What follows belongs to an exercise in optimizing a design on an open flow for small area, a short achievable clock period and few clock cycles per item; a production flow would make more cautious choices. Function was checked by simulation only, so behaviour that the tests miss may differ from the original.

==> trial 11 <==
==> flow/design.v (excerpt) <==
module Viterbi (clk, reset, in_valid, in_word, in_ready,
                out_valid, out_tag, out_last, error);
clock: 22.0 ns
lec_check: 0
cap_margin: 20
core_margin: 2
core_utilization: 40
place_density: 0.6
slew_margin: 20
synth_memory_max_bits: 16384
run.sh (not shown) runs the stock make flow with config.mk's settings and CLKGATE_MAP_FILE= SYNTH_SCRIPT=/design/flow/synth_recipe.tcl, a recipe that flattens the netlist after the stock synthesis.
==> inputs of trial 84, as changes to trial 11 <==
==> flow/flow/run.sh (new file) <==
#!/bin/bash
# Standard ORFS layout (the standard.sh), with the post-CTS and post-route
# timing repair aiming for a setup slack of 15 ns at the design's clock period.
set -euo pipefail
bash standard.sh SETUP_SLACK_MARGIN=15 finish > flow_make.log 2>&1
==> flow/standard.sh (new file) <==
#!/bin/bash
# synth_recipe.tcl (not shown) runs the flow's synth.tcl, then flattens the netlist and writes it again
# the make line also repeats each setting of config.mk as NAME=value (left out here)
make -C /OpenROAD-flow-scripts/flow DESIGN_CONFIG=/design/flow/config.mk WORK_HOME=/design/flow/orfs CLKGATE_MAP_FILE= SYNTH_SCRIPT=/design/flow/synth_recipe.tcl "${@:-finish}"
removed: flow/run.sh
==> notes <==
Die area is the same in trial 11 and trial 84. Between trial 84 and trial 11, the lower register-to-register slack is in trial 11 (gap 1.7 ns). Via count: trial 84 is larger than trial 11 (1.5%). Synthesized cell count is the same in trial 84 and trial 11. Sequential cell count is the same in trial 11 and trial 84. Core utilization: trial 84 is higher than trial 11 (0.90 points). Clock skew: trial 84 is lower than trial 11 (0.010 ns).
==> figures <==
metric                                                        trial 84                   trial 11
Result of the run                              complete, no violations    complete, no violations
DRT iter0 DRCs                                                   5,078                      4,852
Routed via count                                                39,055                     38,463
Launching point of the worst reg2reg path                  p0_dval[21]                  p0_pet[5]
Critical Path Max Stage Delay                                  0.59 ns                    0.85 ns
Final instance area                                        47,500 um^2                46,600 um^2
Highest-delay cell along the critical path       sky130_fd_sc_hd__fa_1  sky130_fd_sc_hd__clkinv_1
Hold slack                                                    0.394 ns                   0.389 ns
End point of the worst hold path                             sa0[3][3]                  sa0[2][1]
Worst setup slack before clock tree synthesis                 13.60 ns                   13.48 ns
Testbench counts of trial 11, summed over its fixed seeds: cycles 4,915, words 3,918.
Testbench counts of trial 84, summed over its fixed seeds: cycles 4,915, words 3,918.

* * *

==> v13 <==
Viterbi, a different RTL version from the one above (not shown whole).
Design Viterbi, start of the top module:
module Viterbi (clk, reset, in_valid, in_word, in_ready,
                out_valid, out_tag, out_last, error);
==> flow/config.mk <==
export PLATFORM = sky130hd
export DESIGN_NAME = Viterbi
export DESIGN_NICKNAME = Viterbi
export VERILOG_FILES = /design/flow/design.v
export SDC_FILE = /design/flow/constraint.sdc
export NUM_CORES = 4
export LEC_CHECK = 0
export CAP_MARGIN = 50
export CORE_MARGIN = 2
export CORE_UTILIZATION = 40
export PLACE_DENSITY = 0.6
export SLEW_MARGIN = 75
export SYNTH_MEMORY_MAX_BITS = 16384
==> flow/constraint.sdc <==
create_clock -name core_clock -period 22.0 [get_ports {clk}]
set_input_delay 4.4000 -clock core_clock [delete_from_list [all_inputs] [get_ports {clk}]]
set_output_delay 4.4000 -clock core_clock [all_outputs]
set_load 0.01 [all_outputs]
Stock flow here: none of the scripts above is used.
==> v25 (differences from v13) <==
--- a/flow/design.v
+++ b/flow/design.v
@@ -1460,13 +1460,12 @@
 reg [43:0] p0_pet;             
 reg [30:0] p0_dval;            
 reg [35:0] p0_bdn;
 reg [22:0] p0_xn;
 reg [4:0] p0_n;
 reg [3:0] p0_a0;
-reg [1:0] p0_live;            
 reg [30:0] d0, d1;             
 reg [30:0] acc;                
 reg bj, hbp;                   
 reg fx;                        
 wire [30:0] mval;              
 wire mz = (p0_dval == 31'd0);  
@@ -1553,15 +1552,19 @@
         b0 <= a0;
     end
     if (~popr & issue) prev_k <= sel_k;
 end
 wire [43:0] r_pet;
 Transition_rom prom (.idx(r_idx), .pet(r_pet));
-wire du_m = bub ? 1'b1 : (r_op != 2'd0) ? 1'b0 : (r_m ? use1 : use0);
-wire [30:0] du_rest = bub ? 31'd0 : (r_op != 2'd0) ? r_pet[30:0] : (r_m ? d1_fn : d0_fn);
-wire [43:0] p0_pet_d = r_pet;
+wire r_fin = (r_op == 2'd2);
+wire du_m = bub ? 1'b1 : r_fin ? (r_live[1] & use1) : (r_op == 2'd1) ? 1'b0 : (r_m ? use1 : use0);
+wire [30:0] du_rest = bub ? 31'd0 : r_fin ? (r_live[1] ? d1_fn : 31'd0) : (r_op == 2'd1) ? r_pet[30:0]
+                    : (r_m ? d1_fn : d0_fn);
+wire pu_m = r_live[0] & use0;
+wire [30:0] pu_rest = r_live[0] ? d0_fn : 31'd0;
+wire [43:0] p0_pet_d = r_fin ? {13'd0, ((pu_m & ~mz) ? mval : (pu_m ? 31'd0 : pu_rest))} : r_pet;
 wire [30:0] p0_dval_d = (du_m & ~mz) ? mval : (du_m ? 31'd0 : du_rest);
 always @(posedge clk) begin
     if (!reset) p0_v <= 1'b0;
     else p0_v <= ~bub & r_v;
 end
 always @(posedge clk) begin
@@ -1572,28 +1575,25 @@
             p0_kend <= r_kend;
             p0_wend <= r_wend;
             p0_k <= r_k;
             p0_m <= r_m;
             p0_n <= r_n;
             p0_a0 <= r_a0;
-            p0_live <= r_live;
             p0_pet <= p0_pet_d;
             p0_bdn <= ~p0_pet_d[35:0];
         end
         p0_dval <= p0_dval_d;
         p0_xn <= ~p0_dval_d[22:0];
     end
 end
 Multiply_booth mul (.a_enc(p0_pet), .b(p0_dval), .bdn(p0_bdn), .xn(p0_xn), .result(mval));
-wire [30:0] d0m = p0_live[0] ? d0 : 31'd0;
-wire [30:0] d1m = p0_live[1] ? d1 : 31'd0;
-wire [30:0] cmp_a = fx ? p0_dval : d1m;
-wire [30:0] cmp_b = fx ? acc : d0m;
+wire [30:0] cmp_a = p0_dval;
+wire [30:0] cmp_b = fx ? acc : p0_pet[30:0];
 assign cmp_gt = cmp_a > cmp_b;
 wire fin1 = cmp_gt;
-wire fin0 = ~cmp_gt & (d0m != 31'd0);
+wire fin0 = ~cmp_gt & (p0_pet[30:0] != 31'd0);
 reg [3:0] sa0 [0:15];
 reg [15:0] sb0, sb1;
 reg [3:0] eb0 [0:15];
 reg [3:0] eb1 [0:15];
 wire bp0 = wb_k ? hbp : wb_bj;
 wire bp1 = wb_bj;
==> flow/flow/run.sh (new file) <==
#!/bin/bash
# The standard ORFS layout (standard.sh, which logs each step under
# orfs/logs/), with the timing repair steps (floorplan, post-CTS, post-route)
# aiming for a setup slack of 15 ns at the design's clock period and
# constraints, instead of 0. The make output goes to flow_make.log.
set -euo pipefail
bash standard.sh SETUP_SLACK_MARGIN=15 finish > flow_make.log 2>&1
==> flow/standard.sh (new file) <==
#!/bin/bash
# synth_recipe.tcl (not shown) runs the flow's synth.tcl, then flattens the netlist and writes it again
# the make line also repeats each setting of config.mk as NAME=value (left out here)
make -C /OpenROAD-flow-scripts/flow DESIGN_CONFIG=/design/flow/config.mk WORK_HOME=/design/flow/orfs CLKGATE_MAP_FILE= SYNTH_SCRIPT=/design/flow/synth_recipe.tcl "${@:-finish}"
CAP_MARGIN = 20   (was 50)
SLEW_MARGIN = 20   (was 75)
removed: flow/run.sh
==> v3 (differences from v13) <==
--- a/flow/design.v
+++ b/flow/design.v
@@ -1460,13 +1460,12 @@
 reg [43:0] p0_pet;             
 reg [30:0] p0_dval;            
 reg [35:0] p0_bdn;
 reg [22:0] p0_xn;
 reg [4:0] p0_n;
 reg [3:0] p0_a0;
-reg [1:0] p0_live;            
 reg [30:0] d0, d1;             
 reg [30:0] acc;                
 reg bj, hbp;                   
 reg fx;                        
 wire [30:0] mval;              
 wire mz = (p0_dval == 31'd0);  
@@ -1553,15 +1552,19 @@
         b0 <= a0;
     end
     if (~popr & issue) prev_k <= sel_k;
 end
 wire [43:0] r_pet;
 Transition_rom prom (.idx(r_idx), .pet(r_pet));
-wire du_m = bub ? 1'b1 : (r_op != 2'd0) ? 1'b0 : (r_m ? use1 : use0);
-wire [30:0] du_rest = bub ? 31'd0 : (r_op != 2'd0) ? r_pet[30:0] : (r_m ? d1_fn : d0_fn);
-wire [43:0] p0_pet_d = r_pet;
+wire r_fin = (r_op == 2'd2);
+wire du_m = bub ? 1'b1 : r_fin ? (r_live[1] & use1) : (r_op == 2'd1) ? 1'b0 : (r_m ? use1 : use0);
+wire [30:0] du_rest = bub ? 31'd0 : r_fin ? (r_live[1] ? d1_fn : 31'd0) : (r_op == 2'd1) ? r_pet[30:0]
+                    : (r_m ? d1_fn : d0_fn);
+wire pu_m = r_live[0] & use0;
+wire [30:0] pu_rest = r_live[0] ? d0_fn : 31'd0;
+wire [43:0] p0_pet_d = r_fin ? {13'd0, ((pu_m & ~mz) ? mval : (pu_m ? 31'd0 : pu_rest))} : r_pet;
 wire [30:0] p0_dval_d = (du_m & ~mz) ? mval : (du_m ? 31'd0 : du_rest);
 always @(posedge clk) begin
     if (!reset) p0_v <= 1'b0;
     else p0_v <= ~bub & r_v;
 end
 always @(posedge clk) begin
@@ -1572,28 +1575,25 @@
             p0_kend <= r_kend;
             p0_wend <= r_wend;
             p0_k <= r_k;
             p0_m <= r_m;
             p0_n <= r_n;
             p0_a0 <= r_a0;
-            p0_live <= r_live;
             p0_pet <= p0_pet_d;
             p0_bdn <= ~p0_pet_d[35:0];
         end
         p0_dval <= p0_dval_d;
         p0_xn <= ~p0_dval_d[22:0];
     end
 end
 Multiply_booth mul (.a_enc(p0_pet), .b(p0_dval), .bdn(p0_bdn), .xn(p0_xn), .result(mval));
-wire [30:0] d0m = p0_live[0] ? d0 : 31'd0;
-wire [30:0] d1m = p0_live[1] ? d1 : 31'd0;
-wire [30:0] cmp_a = fx ? p0_dval : d1m;
-wire [30:0] cmp_b = fx ? acc : d0m;
+wire [30:0] cmp_a = p0_dval;
+wire [30:0] cmp_b = fx ? acc : p0_pet[30:0];
 assign cmp_gt = cmp_a > cmp_b;
 wire fin1 = cmp_gt;
-wire fin0 = ~cmp_gt & (d0m != 31'd0);
+wire fin0 = ~cmp_gt & (p0_pet[30:0] != 31'd0);
 reg [3:0] sa0 [0:15];
 reg [15:0] sb0, sb1;
 reg [3:0] eb0 [0:15];
 reg [3:0] eb1 [0:15];
 wire bp0 = wb_k ? hbp : wb_bj;
 wire bp1 = wb_bj;
==> flow/flow/run.sh (new file) <==
#!/bin/bash
# The standard ORFS layout (standard.sh, which logs each step under
# orfs/logs/), with the timing repair steps (floorplan, post-CTS, post-route)
# aiming for a setup slack of 16 ns at the design's clock period and
# constraints, instead of 0. The make output goes to flow_make.log.
set -euo pipefail
bash standard.sh SETUP_SLACK_MARGIN=16 finish > flow_make.log 2>&1
==> flow/standard.sh (new file) <==
#!/bin/bash
# synth_recipe.tcl (not shown) runs the flow's synth.tcl, then flattens the netlist and writes it again
# the make line also repeats each setting of config.mk as NAME=value (left out here)
make -C /OpenROAD-flow-scripts/flow DESIGN_CONFIG=/design/flow/config.mk WORK_HOME=/design/flow/orfs CLKGATE_MAP_FILE= SYNTH_SCRIPT=/design/flow/synth_recipe.tcl "${@:-finish}"
CAP_MARGIN = 20   (was 50)
SLEW_MARGIN = 20   (was 75)
removed: flow/run.sh
==> v19 (differences from v13) <==
==> flow/flow/run.sh (new file) <==
#!/bin/bash
# Own layout flow: the standard ORFS layout (standard.sh) at the design's
# own clock period and constraints, with two changes in how it is made:
#  - the port buffers that buffer_ports inserts on every input and output are
#    sky130_fd_sc_hd__buf_4 instead of the library's delay buffer, and
#  - the timing repair steps (after floorplan, CTS and global route) aim for a
#    setup slack larger than 0.
# If the finished layout comes within 3% of a max-slew or max-capacitance
# limit, it is made again with the next, smaller repair margin. Each attempt's
# make output is in flow_make_m<margin>.log, and its ORFS logs and reports are
# under orfs_m<margin>/ (the last attempt's stay in orfs/).
set -uo pipefail
MARGINS="16 15"
PORTBUF="BUFFER_PORTS_ARGS=-buffer_cell sky130_fd_sc_hd__buf_4"
fits() {
  local r=orfs/reports/sky130hd/Viterbi/base/6_finish.rpt
  [[ -f $r && -f out/final.def ]] || return 1
  awk '
    /finish max_slew_check_slack_limit/ {getline; getline; s=$1}
    /finish max_capacitance_check_slack_limit/ {getline; getline; c=$1}
    END { exit !(s != "" && c != "" && s+0 >= 0.03 && c+0 >= 0.03) }' "$r"
}
last=""
for m in $MARGINS; do
  if [[ -n $last ]]; then
    mv orfs "orfs_m$last"
    rm -f out/final.def
  fi
  last=$m
  if bash standard.sh "$PORTBUF" "SETUP_SLACK_MARGIN=$m" finish > "flow_make_m$m.log" 2>&1 && fits; then
    exit 0
  fi
done
[[ -f out/final.def ]]
==> flow/standard.sh (new file) <==
#!/bin/bash
# synth_recipe.tcl (not shown) runs the flow's synth.tcl, then flattens the netlist and writes it again
# the make line also repeats each setting of config.mk as NAME=value (left out here)
make -C /OpenROAD-flow-scripts/flow DESIGN_CONFIG=/design/flow/config.mk WORK_HOME=/design/flow/orfs CLKGATE_MAP_FILE= SYNTH_SCRIPT=/design/flow/synth_recipe.tcl "${@:-finish}"
CAP_MARGIN = 20   (was 50)
CORE_UTILIZATION = 50   (was 40)
PLACE_DENSITY = 0.7   (was 0.6)
SLEW_MARGIN = 20   (was 75)
removed: flow/run.sh
==> comparison table <==
| item | v19 | v13 | v25 | v3 |
|---|---|---|---|---|
| Status | timing/DRC/antenna clean | timing/DRC/antenna clean | timing/DRC/antenna clean | complete, but fails checks |
| Layout check failures | - | - | - | max-capacitance violations, max-slew violations |
| Row count | 107 | 120 | 121 | 121 |
| Area used by multi-input combinational logic | 25,500 sq um | 27,300 sq um | 26,000 sq um | 26,900 sq um |
| Post-Synth XOR/XNOR Area | 7.00% | 7.00% | 6.82% | 6.82% |
| # resized after CTS | 101 | 0 | 7 | 147 |
| Wire length on met1 | 68.8 mm | 79.8 mm | 87.0 mm | 82.5 mm |
| Vias in the first global route | 38,400 | 38,400 | 38,800 | 39,500 |
| Worst hold path endpoint | p0_a0[0]$_DFFE_PN_ | p0_a0[3]$_DFFE_PN_ | p0_n[1]$_DFFE_PN_ | p0_a0[2]$_DFFE_PN_ |
| Mean post-synth cell area | 9.78 sq um | 9.78 sq um | 9.43 sq um | 9.43 sq um |
| Adder-cell share of the synthesized area | 15.6% | 15.6% | 15.2% | 15.2% |
| CP max-delay cell | sky130_fd_sc_hd__xnor2_1 | sky130_fd_sc_hd__fa_1 | sky130_fd_sc_hd__xor2_1 | sky130_fd_sc_hd__fa_1 |
| Fin worst setup slack | 15,450 ps | 15,030 ps | 15,180 ps | 15,670 ps |
| Initial antenna violation count | 18 | 8 | 13 | 14 |
| Capture point of the worst reg-to-reg path | d0[21]$_DFFE_PP_ | acc[8]$_DFFE_PN_ | p0_bdn[2]$_DFFE_PN_ | p0_pet[16]$_DFFE_PN_ |
| CORE AREA | 85,100 sq um | 107,000 sq um | 109,000 sq um | 109,000 sq um |
| Die Y-Extent | 297 um | 331 um | 336 um | 336 um |
| Count of TritonRoute iterations in the first routing pass | 7 | 8 | 6 | 6 |
| Arrival @ worst endpoint | 7000 ps | 7390 ps | 7220 ps | 6670 ps |
| Tightest Pin Transition | 1250 ps | 423 ps | 1340 ps | 1540 ps |
Testbench counts of v13, summed over its fixed seeds: cycles 4,834, words 3,918.
Testbench counts of v25, summed over its fixed seeds: cycles 4,834, words 3,918.
Testbench counts of v3, summed over its fixed seeds: cycles 4,834, words 3,918.
Testbench counts of v19, summed over its fixed seeds: cycles 4,834, words 3,918.

[separate check: timing with driven ports]
Ports are ideal in the flow. The routed layouts listed here were re-timed in OpenROAD.
Step 1 sets driving cells, clkbuf_16 on the clock port and buf_2 on the other inputs (assumed; they add their load-dependent delay and slew).
Step 2 moves the port delays by t, midway between the first and last clock arrival at a register: inputs arrive t later, outputs are due t later. That takes back most of the time a late clock gives input paths.
a / b / c = ideal / step 1 / step 2; a / b = the first two.
run	t (ns)	setup WS [ns]	worst data-port slew with drivers (ns)
trial 11	0.713	13.419 / 13.419 / 13.419	0.05
trial 84	0.670	15.097 / 15.097 / 15.097	0.04
v13	0.701	15.028 / 15.028 / 15.028	0.05
v25	0.723	15.181 / 15.181 / 15.181	0.04
v3	0.704	15.674 / 15.674 / 15.674	0.05
v19	0.690	15.455 / 15.455 / 15.455	0.04
